What follows belongs to an exercise in optimizing a design on an open flow for small area and a short achievable clock period; a production flow would make more cautious choices.
In this exercise RTL edits were held to simulation tests only and were not proved equivalent to the original.
The clock port is modelled as an ideal driver, which makes a skipped or thinned clock tree look cheaper than it is; a real chip needs a root buffer or a tree.
Power figures rest on the tool's default switching activity, not on a simulated workload.

==> try-umber <==
==> flow/design.v <==
`timescale 1ns/100ps
module APB_Slave
(
    input               PCLK,
    input               PRESETn,
    input               PENABLE,
    input        [7:0]  PADDR,
    input               PWRITE,
    input               PSEL,
    input        [31:0] PWDATA,
    output reg   [31:0] PRDATA,
    output reg          PREADY
);
reg         setup;         
reg  [7:0]  temp_addr;
reg  [31:0] temp_data;
reg         temp_write;
reg         wr_pend;       
reg         ph;            
reg  [8191:0] mem;         
wire match = setup && PSEL && PENABLE && PADDR == temp_addr &&
             PWRITE == temp_write && PWDATA == temp_data;
wire [15:0] dlo = 16'd1 << temp_addr[3:0];
wire [15:0] dhi = 16'd1 << temp_addr[7:4];
wire [255:0] sel_n;
wire [255:0] we;
genvar r, b;
generate
    for (r = 0; r < 256; r = r + 1) begin : dec
        apb_nand2 u_sel (.a(dlo[r % 16]), .b(dhi[r / 16]), .y(sel_n[r]));
        apb_nor2  u_we  (.a(sel_n[r]), .b(!wr_pend), .y(we[r]));
    end
endgenerate
wire [31:0] wd = wr_pend ? temp_data ^ {32{ph}} : 32'hFFFF_FFFF;
wire [8191:0] mem_d;
generate
    for (r = 0; r < 256; r = r + 1) begin : row
        for (b = 0; b < 32; b = b + 1) begin : col
            apb_o22ai u (.a1(mem[32*r+b]), .a2(we[r]), .b1(sel_n[r]), .b2(wd[b]), .y(mem_d[32*r+b]));
        end
    end
endgenerate
always @(negedge PCLK)
    mem <= mem_d;
wire [31:0] rd_n;
generate
    for (b = 0; b < 32; b = b + 1) begin : rdt
        wire [127:0] l1;    
        wire [31:0]  l2;    
        wire [7:0]   l3;    
        wire [1:0]   l4;    
        for (r = 0; r < 128; r = r + 1) begin : g1
            apb_o22ai u (.a1(mem[32*(2*r)+b]), .a2(sel_n[2*r]), .b1(mem[32*(2*r+1)+b]), .b2(sel_n[2*r+1]), .y(l1[r]));
        end
        for (r = 0; r < 32; r = r + 1) begin : g2
            apb_nor4 u (.a(l1[4*r]), .b(l1[4*r+1]), .c(l1[4*r+2]), .d(l1[4*r+3]), .y(l2[r]));
        end
        for (r = 0; r < 8; r = r + 1) begin : g3
            apb_nand4 u (.a(l2[4*r]), .b(l2[4*r+1]), .c(l2[4*r+2]), .d(l2[4*r+3]), .y(l3[r]));
        end
        for (r = 0; r < 2; r = r + 1) begin : g4
            apb_nor4 u (.a(l3[4*r]), .b(l3[4*r+1]), .c(l3[4*r+2]), .d(l3[4*r+3]), .y(l4[r]));
        end
        apb_nand2 u5 (.a(l4[0]), .b(l4[1]), .y(rd_n[b]));
    end
endgenerate
wire [31:0] rd = ~rd_n ^ {32{ph}};
always @(negedge PRESETn or negedge PCLK) begin
    if (!PRESETn) begin
        setup  <= 1'b0;
        PRDATA <= 32'd0;
        PREADY <= 1'b0;
    end else begin
        setup  <= !setup && PSEL && !PENABLE;
        PRDATA <= (match && !PWRITE) ? rd : 32'd0;
        if (match)
            PREADY <= 1'b1;
    end
end
always @(negedge PCLK) begin
    if (PRESETn && !setup && PSEL && !PENABLE) begin
        temp_addr  <= PADDR;
        temp_data  <= PWDATA;
        temp_write <= PWRITE;
    end
    wr_pend <= PRESETn && match && PWRITE;
    ph <= !ph;
end
endmodule
module apb_nand2 (input a, b, output y);
    assign y = ~(a & b);
endmodule
module apb_nor2 (input a, b, output y);
    assign y = ~(a | b);
endmodule
module apb_o22ai (input a1, a2, b1, b2, output y);
    assign y = ~((a1 | a2) & (b1 | b2));
endmodule
module apb_nor4 (input a, b, c, d, output y);
    assign y = ~(a | b | c | d);
endmodule
module apb_nand4 (input a, b, c, d, output y);
    assign y = ~(a & b & c & d);
endmodule
==> flow/flow/run.sh <==
#!/bin/bash
# Own layout flow: ORFS's standard steps, except
# * the clock tree is built by flow/ctsgen.py (one balanced tree whose leaf
#   drivers invert the clock for the posedge flip-flops), in place of one
#   cloned clock inverter per register plus TritonCTS;
# * the read tree's nor4 cells are sized down before floorplan;
# * port buffers are buf_4 cells; outputs on the bottom edge, inputs on top;
# * registers that drive outputs sit next to their port buffers (ctsgen.py).
set -euo pipefail
here=$(pwd)
res=$here/orfs/results/sky130hd/APB_Slave/base
export CTS_SPLIT=4,4,4,2 CTS_DRV=clkinv_16,inv_16,inv_12,inv_6 CTS_K=22 CTS_KN=12 \
       CTS_LEAF_INV=clkinv_8 CTS_LEAF_BUF=clkbuf_8 CTS_LEAFN_INV=clkinv_4 CTS_LEAFN_BUF=clkbuf_16
bash standard.sh synth > synth.log 2>&1
bash standard.sh PRE_FLOORPLAN_TCL=$here/flow/pre_floorplan.tcl \
  BUFFER_PORTS_ARGS="-buffer_cell sky130_fd_sc_hd__buf_4" PRE_IO_PLACEMENT_TCL=$here/flow/io.tcl floorplan place > floorplan_place.log 2>&1
cp $res/3_place.odb $res/3_place_noclk.odb
openroad -python -no_init -exit $here/flow/ctsgen.py $res/3_place_noclk.odb $res/3_place.odb > ctsgen.log 2>&1
bash standard.sh PRE_CTS_TCL=$here/flow/pre_cts.tcl finish > cts_route_finish.log 2>&1
==> flow/flow/ctsgen.py <==
"""Clock tree for this design, built in place of ORFS's clock-inverter cloning
and TritonCTS.

Synthesis leaves the registers in two groups: posedge flip-flops clocked by one
inverter on PCLK (the falling-edge registers), and native negedge flip-flops on
PCLK.  This script removes that inverter and builds one balanced tree:
  PCLK -> up to 4 top drivers -> levels of drivers -> leaf drivers -> flip-flops
built top down by splitting the flip-flops into regions geometrically, with a
driver at the centre of each region.  Every flip-flop is at the same depth, and
the polarity of each leaf driver (inverter or buffer) is chosen so that the
posedge flip-flops see ~PCLK and the negedge ones PCLK.

Before that it moves each register that drives an output port next to that
port's buffer, so the half-cycle register-to-output paths have no long wire.

usage: openroad -python ctsgen.py IN.odb OUT.odb
settings (environment): see P below.
"""
import os, sys, math
from openroad import Design, Tech
import odb

HD = "sky130_fd_sc_hd__"
E = os.environ.get
P = dict(
    SPLIT=[int(x) for x in E("CTS_SPLIT", "4,8,8").split(",")],  # regions per level, top down
    DRV=E("CTS_DRV", "clkinv_16,inv_16,inv_16").split(","),       # driver per level, top down
    K=int(E("CTS_K", "20")),        # max posedge flip-flops per leaf
    KN=int(E("CTS_KN", "12")),      # max negedge flip-flops per leaf
    LEAF_INV=E("CTS_LEAF_INV", "clkinv_8"),
    LEAF_BUF=E("CTS_LEAF_BUF", "clkbuf_8"),
    LEAFN_INV=E("CTS_LEAFN_INV", "clkinv_4"),
    LEAFN_BUF=E("CTS_LEAFN_BUF", "clkbuf_16"),
    PULL=int(E("CTS_PULL_OUTPUT_REGS", "1")),
)
assert P["SPLIT"][0] <= 4 and len(P["DRV"]) == len(P["SPLIT"])
print("ctsgen settings", P)

tech = Tech()
design = Design(tech)
design.readDb(sys.argv[1])
block = design.getBlock()
db = design.getDb()


def master(name):
    m = db.findMaster(HD + name)
    assert m, name
    return m


def inverting(name):
    return "inv" in name


if P["PULL"]:
    moved = 0
    for bt in block.getBTerms():
        if bt.getIoType() != "OUTPUT":
            continue
        drv = [i for i in bt.getNet().getITerms() if i.isOutputSignal()]
        if len(drv) != 1:
            continue
        buf = drv[0].getInst()
        ins = [i for i in buf.getITerms() if i.isInputSignal()]
        if len(ins) != 1 or ins[0].getNet() is None:
            continue
        src = [i for i in ins[0].getNet().getITerms() if i.isOutputSignal()]
        if len(src) != 1 or not src[0].getInst().getMaster().isSequential():
            continue
        bx, by = buf.getLocation()
        src[0].getInst().setLocation(bx, by)
        moved += 1
    print("output registers moved next to their port buffers:", moved)

clk_net = block.findBTerm("PCLK").getNet()
inv = None
neg_sinks = []
for it in clk_net.getITerms():
    if inverting(it.getInst().getMaster().getName()):
        assert inv is None, "more than one clock inverter"
        inv = it.getInst()
    else:
        neg_sinks.append(it)
assert inv is not None
inv_in = [i for i in inv.getITerms() if i.isInputSignal()][0]
inv_out = [i for i in inv.getITerms() if i.isOutputSignal()][0]
inv_net = inv_out.getNet()
pos_sinks = [i for i in inv_net.getITerms() if i.getInst() != inv]
for it in pos_sinks + neg_sinks:
    assert it.getInst().getMaster().isSequential(), it.getInst().getName()
print("clock inverter", inv.getName(), "posedge sinks", len(pos_sinks), "negedge sinks", len(neg_sinks))


def loc(it):
    b = it.getInst().getBBox()
    return (b.xMin() + b.xMax()) // 2, (b.yMin() + b.yMax()) // 2


def bisect(points, kmax):
    """Groups of at most kmax points (x, y, ...) by recursive bisection along
    the longer side, the counts split in proportion to the groups each half
    needs."""
    n = len(points)
    if n <= kmax:
        return [points]
    ngroups = math.ceil(n / kmax)
    nl = round(n * (ngroups // 2) / ngroups)
    xs = [p[0] for p in points]
    ys = [p[1] for p in points]
    key = (lambda p: (p[0], p[1])) if max(xs) - min(xs) >= max(ys) - min(ys) else (lambda p: (p[1], p[0]))
    pts = sorted(points, key=key)
    return bisect(pts[:nl], kmax) + bisect(pts[nl:], kmax)


def split(points, k):
    return bisect(points, math.ceil(len(points) / k))


def centroid(g):
    return sum(p[0] for p in g) / len(g), sum(p[1] for p in g) / len(g)


# disconnect the synthesized inverter and the flip-flops
for it in pos_sinks + neg_sinks:
    it.disconnect()
inv_in.disconnect()
inv_out.disconnect()
odb.dbInst_destroy(inv)
odb.dbNet_destroy(inv_net)

count = [0]
area = [0.0]
used = {}


def make(cell, x, y, prefix, in_net):
    count[0] += 1
    name = "%s_%d" % (prefix, count[0])
    m = master(cell)
    inst = odb.dbInst_create(block, m, name)
    inst.setLocation(int(x - m.getWidth() / 2), int(y - m.getHeight() / 2))
    inst.setPlacementStatus("PLACED")
    net = odb.dbNet_create(block, "clknet_" + name)
    net.setSigType("CLOCK")
    [i for i in inst.getITerms() if i.isOutputSignal()][0].connect(net)
    [i for i in inst.getITerms() if i.isInputSignal()][0].connect(in_net)
    area[0] += m.getWidth() * m.getHeight() / 1e6
    used[cell] = used.get(cell, 0) + 1
    return net


def leaves(points, in_net, parity):
    """points: (x, y, iterm, kind); in_net has polarity PCLK xor parity."""
    for kind, kmax in (("pos", P["K"]), ("neg", P["KN"])):
        pts = [p for p in points if p[3] == kind]
        if not pts:
            continue
        want = 1 if kind == "pos" else 0   # posedge flops want ~PCLK
        need_inv = (parity ^ want) == 1
        if kind == "pos":
            cell = P["LEAF_INV"] if need_inv else P["LEAF_BUF"]
        else:
            cell = P["LEAFN_INV"] if need_inv else P["LEAFN_BUF"]
        for g in bisect(pts, kmax):
            cx, cy = centroid(g)
            net = make(cell, cx, cy, "cts_leaf", in_net)
            for p in g:
                p[2].connect(net)


def build(points, level, in_net, parity):
    if level == len(P["SPLIT"]):
        leaves(points, in_net, parity)
        return
    cell = P["DRV"][level]
    for g in split(points, P["SPLIT"][level]):
        cx, cy = centroid(g)
        net = make(cell, cx, cy, "cts_l%d" % level, in_net)
        build(g, level + 1, net, parity ^ inverting(cell))


points = [(*loc(it), it, "pos") for it in pos_sinks] + [(*loc(it), it, "neg") for it in neg_sinks]
build(points, 0, clk_net, 0)
print("clock tree cells", used, "area %.1f" % area[0])
design.writeDb(sys.argv[2])
==> flow/flow/io.tcl <==
# Output ports together on the bottom edge, inputs on the top edge.
set_io_pin_constraint -pin_names {PRDATA* PREADY} -region bottom:*
set_io_pin_constraint -pin_names {PWDATA* PADDR* PWRITE PSEL PENABLE PRESETn} -region top:*
==> flow/flow/pre_cts.tcl <==
# The clock tree was built before this step (flow/ctsgen.py): skip ORFS's own
# clock-inverter cloning and tree synthesis, keep the rest of the CTS step
# (legalization and timing repair).
proc repair_clock_inverters { args } { puts "pre_cts: repair_clock_inverters skipped" }
proc clock_tree_synthesis { args } { puts "pre_cts: clock_tree_synthesis skipped (tree built by flow/ctsgen.py)" }
==> flow/flow/pre_floorplan.tcl <==
# The read tree's nor4 gates sit on full-cycle paths with plenty of slack:
# use the smallest size (synthesis maps each one alone and picks nor4_2).
set db [ord::get_db]
set block [[$db getChip] getBlock]
set small [$db findMaster sky130_fd_sc_hd__nor4_1]
set n 0
foreach inst [$block getInsts] {
  if { [[$inst getMaster] getName] != "sky130_fd_sc_hd__nor4_2" } { continue }
  set y [$inst findITerm Y]
  set net [$y getNet]
  if { $net != "NULL" && [string match "rdt*" [$net getName]] } {
    $inst swapMaster $small
    incr n
  }
}
puts "pre_floorplan: $n read-tree nor4_2 cells resized to nor4_1"
==> flow/standard.sh <==
#!/bin/bash
# synth_recipe.tcl (not shown) runs the flow's synth.tcl, then flattens the netlist and writes it again
# the make line also repeats each setting of config.mk as NAME=value (left out here)
make -C /OpenROAD-flow-scripts/flow DESIGN_CONFIG=/design/flow/config.mk WORK_HOME=/design/flow/orfs CLKGATE_MAP_FILE= SYNTH_SCRIPT=/design/flow/synth_recipe.tcl "${@:-finish}"
==> flow/config.mk <==
export PLATFORM = sky130hd
export DESIGN_NAME = APB_Slave
export DESIGN_NICKNAME = APB_Slave
export VERILOG_FILES = /design/flow/design.v
export SDC_FILE = /design/flow/constraint.sdc
export NUM_CORES = 8
export LEC_CHECK = 0
export CAP_MARGIN = 20
export CORE_MARGIN = 2
export CORE_UTILIZATION = 65
export SETUP_SLACK_MARGIN = 3.0
export SLEW_MARGIN = 20
export SYNTH_HIERARCHICAL = 1
export SYNTH_MEMORY_MAX_BITS = 8192
export SYNTH_MINIMUM_KEEP_SIZE = 0
==> flow/constraint.sdc <==
create_clock -name core_clock -period 12.0 [get_ports {PCLK}]
set_input_delay 2.4000 -clock core_clock [delete_from_list [all_inputs] [get_ports {PCLK}]]
set_output_delay 2.4000 -clock core_clock [all_outputs]
set_load 0.01 [all_outputs]
==> try-delta (differences from try-umber) <==
==> flow/design.v, changed modules only <==
module APB_Slave
(
    input               PCLK,
    input               PRESETn,
    input               PENABLE,
    input        [7:0]  PADDR,
    input               PWRITE,
    input               PSEL,
    input        [31:0] PWDATA,
    output reg   [31:0] PRDATA,
    output reg          PREADY
);
reg         setup;         
reg  [7:0]  temp_addr;
reg  [31:0] temp_data;
reg         temp_write;
reg         wr_pend;       
reg         ph;            
reg  [8191:0] mem;         
genvar r, b;
wire [43:0] eq;
generate
    for (b = 0; b < 32; b = b + 1) begin : eqd
        apb_xnor2 u (.a(PWDATA[b]), .b(temp_data[b]), .y(eq[b]));
    end
    for (b = 0; b < 8; b = b + 1) begin : eqa
        apb_xnor2 u (.a(PADDR[b]), .b(temp_addr[b]), .y(eq[32+b]));
    end
endgenerate
apb_xnor2 eqw (.a(PWRITE), .b(temp_write), .y(eq[40]));
assign eq[41] = PSEL;
assign eq[42] = PENABLE;
assign eq[43] = setup;
wire [10:0] m1;    
wire [2:0]  m2;    
wire        match_n;
generate
    for (b = 0; b < 11; b = b + 1) begin : mt1
        apb_nand4 u (.a(eq[4*b]), .b(eq[4*b+1]), .c(eq[4*b+2]), .d(eq[4*b+3]), .y(m1[b]));
    end
endgenerate
apb_nor4 mt2a (.a(m1[0]), .b(m1[1]), .c(m1[2]), .d(m1[3]), .y(m2[0]));
apb_nor4 mt2b (.a(m1[4]), .b(m1[5]), .c(m1[6]), .d(m1[7]), .y(m2[1]));
apb_nor3 mt2c (.a(m1[8]), .b(m1[9]), .c(m1[10]), .y(m2[2]));
apb_nand3 mt3 (.a(m2[0]), .b(m2[1]), .c(m2[2]), .y(match_n));
wire match = !match_n;
wire [15:0] dlo = 16'd1 << temp_addr[3:0];
wire [15:0] dhi = 16'd1 << temp_addr[7:4];
wire [255:0] sel_n;
wire [255:0] we;
generate
    for (r = 0; r < 256; r = r + 1) begin : dec
        apb_nand2 u_sel (.a(dlo[r % 16]), .b(dhi[r / 16]), .y(sel_n[r]));
        apb_nor2  u_we  (.a(sel_n[r]), .b(!wr_pend), .y(we[r]));
    end
endgenerate
wire [31:0] wd = wr_pend ? temp_data ^ {32{ph}} : 32'hFFFF_FFFF;
wire [8191:0] mem_d;
generate
    for (r = 0; r < 256; r = r + 1) begin : row
        for (b = 0; b < 32; b = b + 1) begin : col
            apb_o22ai u (.a1(mem[32*r+b]), .a2(we[r]), .b1(sel_n[r]), .b2(wd[b]), .y(mem_d[32*r+b]));
        end
    end
endgenerate
always @(negedge PCLK)
    mem <= mem_d;
wire [31:0] rd_n;
generate
    for (b = 0; b < 32; b = b + 1) begin : rdt
        wire [127:0] l1;    
        wire [31:0]  l2;    
        wire [7:0]   l3;    
        wire [1:0]   l4;    
        for (r = 0; r < 128; r = r + 1) begin : g1
            apb_o22ai u (.a1(mem[32*(2*r)+b]), .a2(sel_n[2*r]), .b1(mem[32*(2*r+1)+b]), .b2(sel_n[2*r+1]), .y(l1[r]));
        end
        for (r = 0; r < 32; r = r + 1) begin : g2
            apb_nor4 u (.a(l1[4*r]), .b(l1[4*r+1]), .c(l1[4*r+2]), .d(l1[4*r+3]), .y(l2[r]));
        end
        for (r = 0; r < 8; r = r + 1) begin : g3
            apb_nand4 u (.a(l2[4*r]), .b(l2[4*r+1]), .c(l2[4*r+2]), .d(l2[4*r+3]), .y(l3[r]));
        end
        for (r = 0; r < 2; r = r + 1) begin : g4
            apb_nor4 u (.a(l3[4*r]), .b(l3[4*r+1]), .c(l3[4*r+2]), .d(l3[4*r+3]), .y(l4[r]));
        end
        apb_nand2 u5 (.a(l4[0]), .b(l4[1]), .y(rd_n[b]));
    end
endgenerate
wire [31:0] rd = ~rd_n ^ {32{ph}};
wire [31:0] rdg_n = ~(rd & {32{!temp_write}});
wire [31:0] prdata_d;
generate
    for (b = 0; b < 32; b = b + 1) begin : prd
        apb_nor2 u (.a(match_n), .b(rdg_n[b]), .y(prdata_d[b]));
    end
endgenerate
always @(negedge PRESETn or negedge PCLK) begin
    if (!PRESETn) begin
        setup  <= 1'b0;
        PRDATA <= 32'd0;
        PREADY <= 1'b0;
    end else begin
        setup  <= !setup && PSEL && !PENABLE;
        PRDATA <= prdata_d;
        if (match)
            PREADY <= 1'b1;
    end
end
always @(negedge PCLK) begin
    if (PRESETn && !setup && PSEL && !PENABLE) begin
        temp_addr  <= PADDR;
        temp_data  <= PWDATA;
        temp_write <= PWRITE;
    end
    wr_pend <= PRESETn && match && temp_write;
    ph <= !ph;
end
endmodule
module apb_nor3 (input a, b, c, output y);
    assign y = ~(a | b | c);
endmodule
module apb_nand3 (input a, b, c, output y);
    assign y = ~(a & b & c);
endmodule
module apb_xnor2 (input a, b, output y);
    assign y = ~(a ^ b);
endmodule
==> flow/flow/run.sh (replaced) <==
#!/bin/bash
# Own layout flow: ORFS's standard steps, except
# * the clock tree is built by flow/ctsgen.py (one balanced tree whose leaf
#   drivers invert the clock for the posedge flip-flops), in place of one
#   cloned clock inverter per register plus TritonCTS;
# * the read tree's nor4 cells are sized down before floorplan;
# * port buffers are buf_4 cells; all ports on the bottom edge;
# * registers that drive outputs sit next to their port buffers, and wr_pend
#   next to its D logic (ctsgen.py).
set -euo pipefail
here=$(pwd)
res=$here/orfs/results/sky130hd/APB_Slave/base
export CTS_PULL_D=wr_pend CTS_SPLIT=4,4,4,2 CTS_DRV=clkinv_16,inv_12,inv_8,inv_4 CTS_K=22 CTS_KN=8 \
       CTS_LEAF_INV=inv_8 CTS_LEAF_BUF=clkbuf_8 CTS_LEAFN_INV=clkinv_4 CTS_LEAFN_BUF=buf_8
bash standard.sh synth > synth.log 2>&1
bash standard.sh PRE_FLOORPLAN_TCL=$here/flow/pre_floorplan.tcl \
  BUFFER_PORTS_ARGS="-buffer_cell sky130_fd_sc_hd__buf_4" PRE_IO_PLACEMENT_TCL=$here/flow/io.tcl floorplan place > floorplan_place.log 2>&1
cp $res/3_place.odb $res/3_place_noclk.odb
openroad -python -no_init -exit $here/flow/ctsgen.py $res/3_place_noclk.odb $res/3_place.odb > ctsgen.log 2>&1
bash standard.sh PRE_CTS_TCL=$here/flow/pre_cts.tcl finish > cts_route_finish.log 2>&1
--- a/flow/flow/ctsgen.py
+++ b/flow/flow/ctsgen.py
@@ -32,6 +32,10 @@
     LEAFN_INV=E("CTS_LEAFN_INV", "clkinv_4"),
     LEAFN_BUF=E("CTS_LEAFN_BUF", "clkbuf_16"),
     PULL=int(E("CTS_PULL_OUTPUT_REGS", "1")),
+    # 1: the negedge flip-flops' leaves hang one level up (below the last
+    # level of drivers), with LEAFN_INV/LEAFN_BUF sized so that they are not
+    # earlier than the posedge flip-flops
+    NEG_UP=int(E("CTS_NEG_UP", "0")),
 )
 assert P["SPLIT"][0] <= 4 and len(P["DRV"]) == len(P["SPLIT"])
 print("ctsgen settings", P)
@@ -72,6 +76,20 @@
         src[0].getInst().setLocation(bx, by)
         moved += 1
     print("output registers moved next to their port buffers:", moved)
+
+# Registers named in CTS_PULL_D (comma separated prefixes) move next to the
+# cell that drives their D pin: their D paths start at the inputs (half a
+# cycle), their Q paths are full-cycle paths.
+for prefix in [x for x in E("CTS_PULL_D", "").split(",") if x]:
+    for inst in block.getInsts():
+        if not inst.getName().startswith(prefix) or not inst.getMaster().isSequential():
+            continue
+        d = inst.findITerm("D")
+        src = [i for i in d.getNet().getITerms() if i.isOutputSignal()] if d and d.getNet() else []
+        if len(src) == 1:
+            x, y = src[0].getInst().getLocation()
+            inst.setLocation(x, y)
+            print("moved", inst.getName(), "next to", src[0].getInst().getName())
 
 clk_net = block.findBTerm("PCLK").getNet()
 inv = None
@@ -150,9 +168,11 @@
     return net
 
 
-def leaves(points, in_net, parity):
+def leaves(points, in_net, parity, kinds=("pos", "neg")):
     """points: (x, y, iterm, kind); in_net has polarity PCLK xor parity."""
     for kind, kmax in (("pos", P["K"]), ("neg", P["KN"])):
+        if kind not in kinds:
+            continue
         pts = [p for p in points if p[3] == kind]
         if not pts:
             continue
@@ -171,8 +191,13 @@
 
 def build(points, level, in_net, parity):
     if level == len(P["SPLIT"]):
-        leaves(points, in_net, parity)
+        leaves(points, in_net, parity, ("pos",) if P["NEG_UP"] else ("pos", "neg"))
         return
+    if level == len(P["SPLIT"]) - 1 and P["NEG_UP"]:
+        leaves(points, in_net, parity, ("neg",))
+        points = [p for p in points if p[3] == "pos"]
+        if not points:
+            return
     cell = P["DRV"][level]
     for g in split(points, P["SPLIT"][level]):
         cx, cy = centroid(g)
==> flow/flow/io.tcl (replaced) <==
# All signal ports on the bottom edge, the outputs in the middle: the ports'
# half-cycle paths then stay short.
set_io_pin_constraint -pin_names {PRDATA* PREADY} -region bottom:250-450
set_io_pin_constraint -pin_names {PWDATA* PADDR* PWRITE PSEL PENABLE PRESETn PCLK} -region bottom:*
- CAP_MARGIN: 20 -> 30
- CORE_UTILIZATION: 65 -> 70
- SLEW_MARGIN: 20 -> 40
==> qor summary <==
| item | try-delta | try-umber |
|---|---|---|
| Share of cell area taken by multi-input logic gates | 33.4% | 32.8% |
| Longest individual stage delay on the worst path | 0.45 ns | 0.52 ns |
| Global-route wire length before repair | 1330000 um | 1380000 um |
| Clock Power | 11.9 mW | 13.0 mW |
| Max cap viols | 0 | 1 |
| Power density of the placed cells | 141 nW/um2 | 144 nW/um2 |
| Post-CTS resize count | 36 | 52 |
| Cell count after synthesis | 22700 | 22700 |
| Fill count | 24800 | 29200 |
| Status | no timing/DRC/antenna violations | complete, but fails checks |
| Reasons for failing layout checks | - | max-slew violations |
| Worst Hold Margin | 0.448 ns | 0.444 ns |
| TritonRoute pass-1 iters | 9 | 8 |
| Post-DP HPWL | 561000 um | 575000 um |
| Reg-to-Reg Start | temp_addr[3] | temp_addr[1] |
| Critical path launch point type | flop | primary input |
| Part of the power in the clock network | 30.1% | 32.0% |
No run of this note takes its clock network from TritonCTS; it comes from the design's own scripts or RTL.
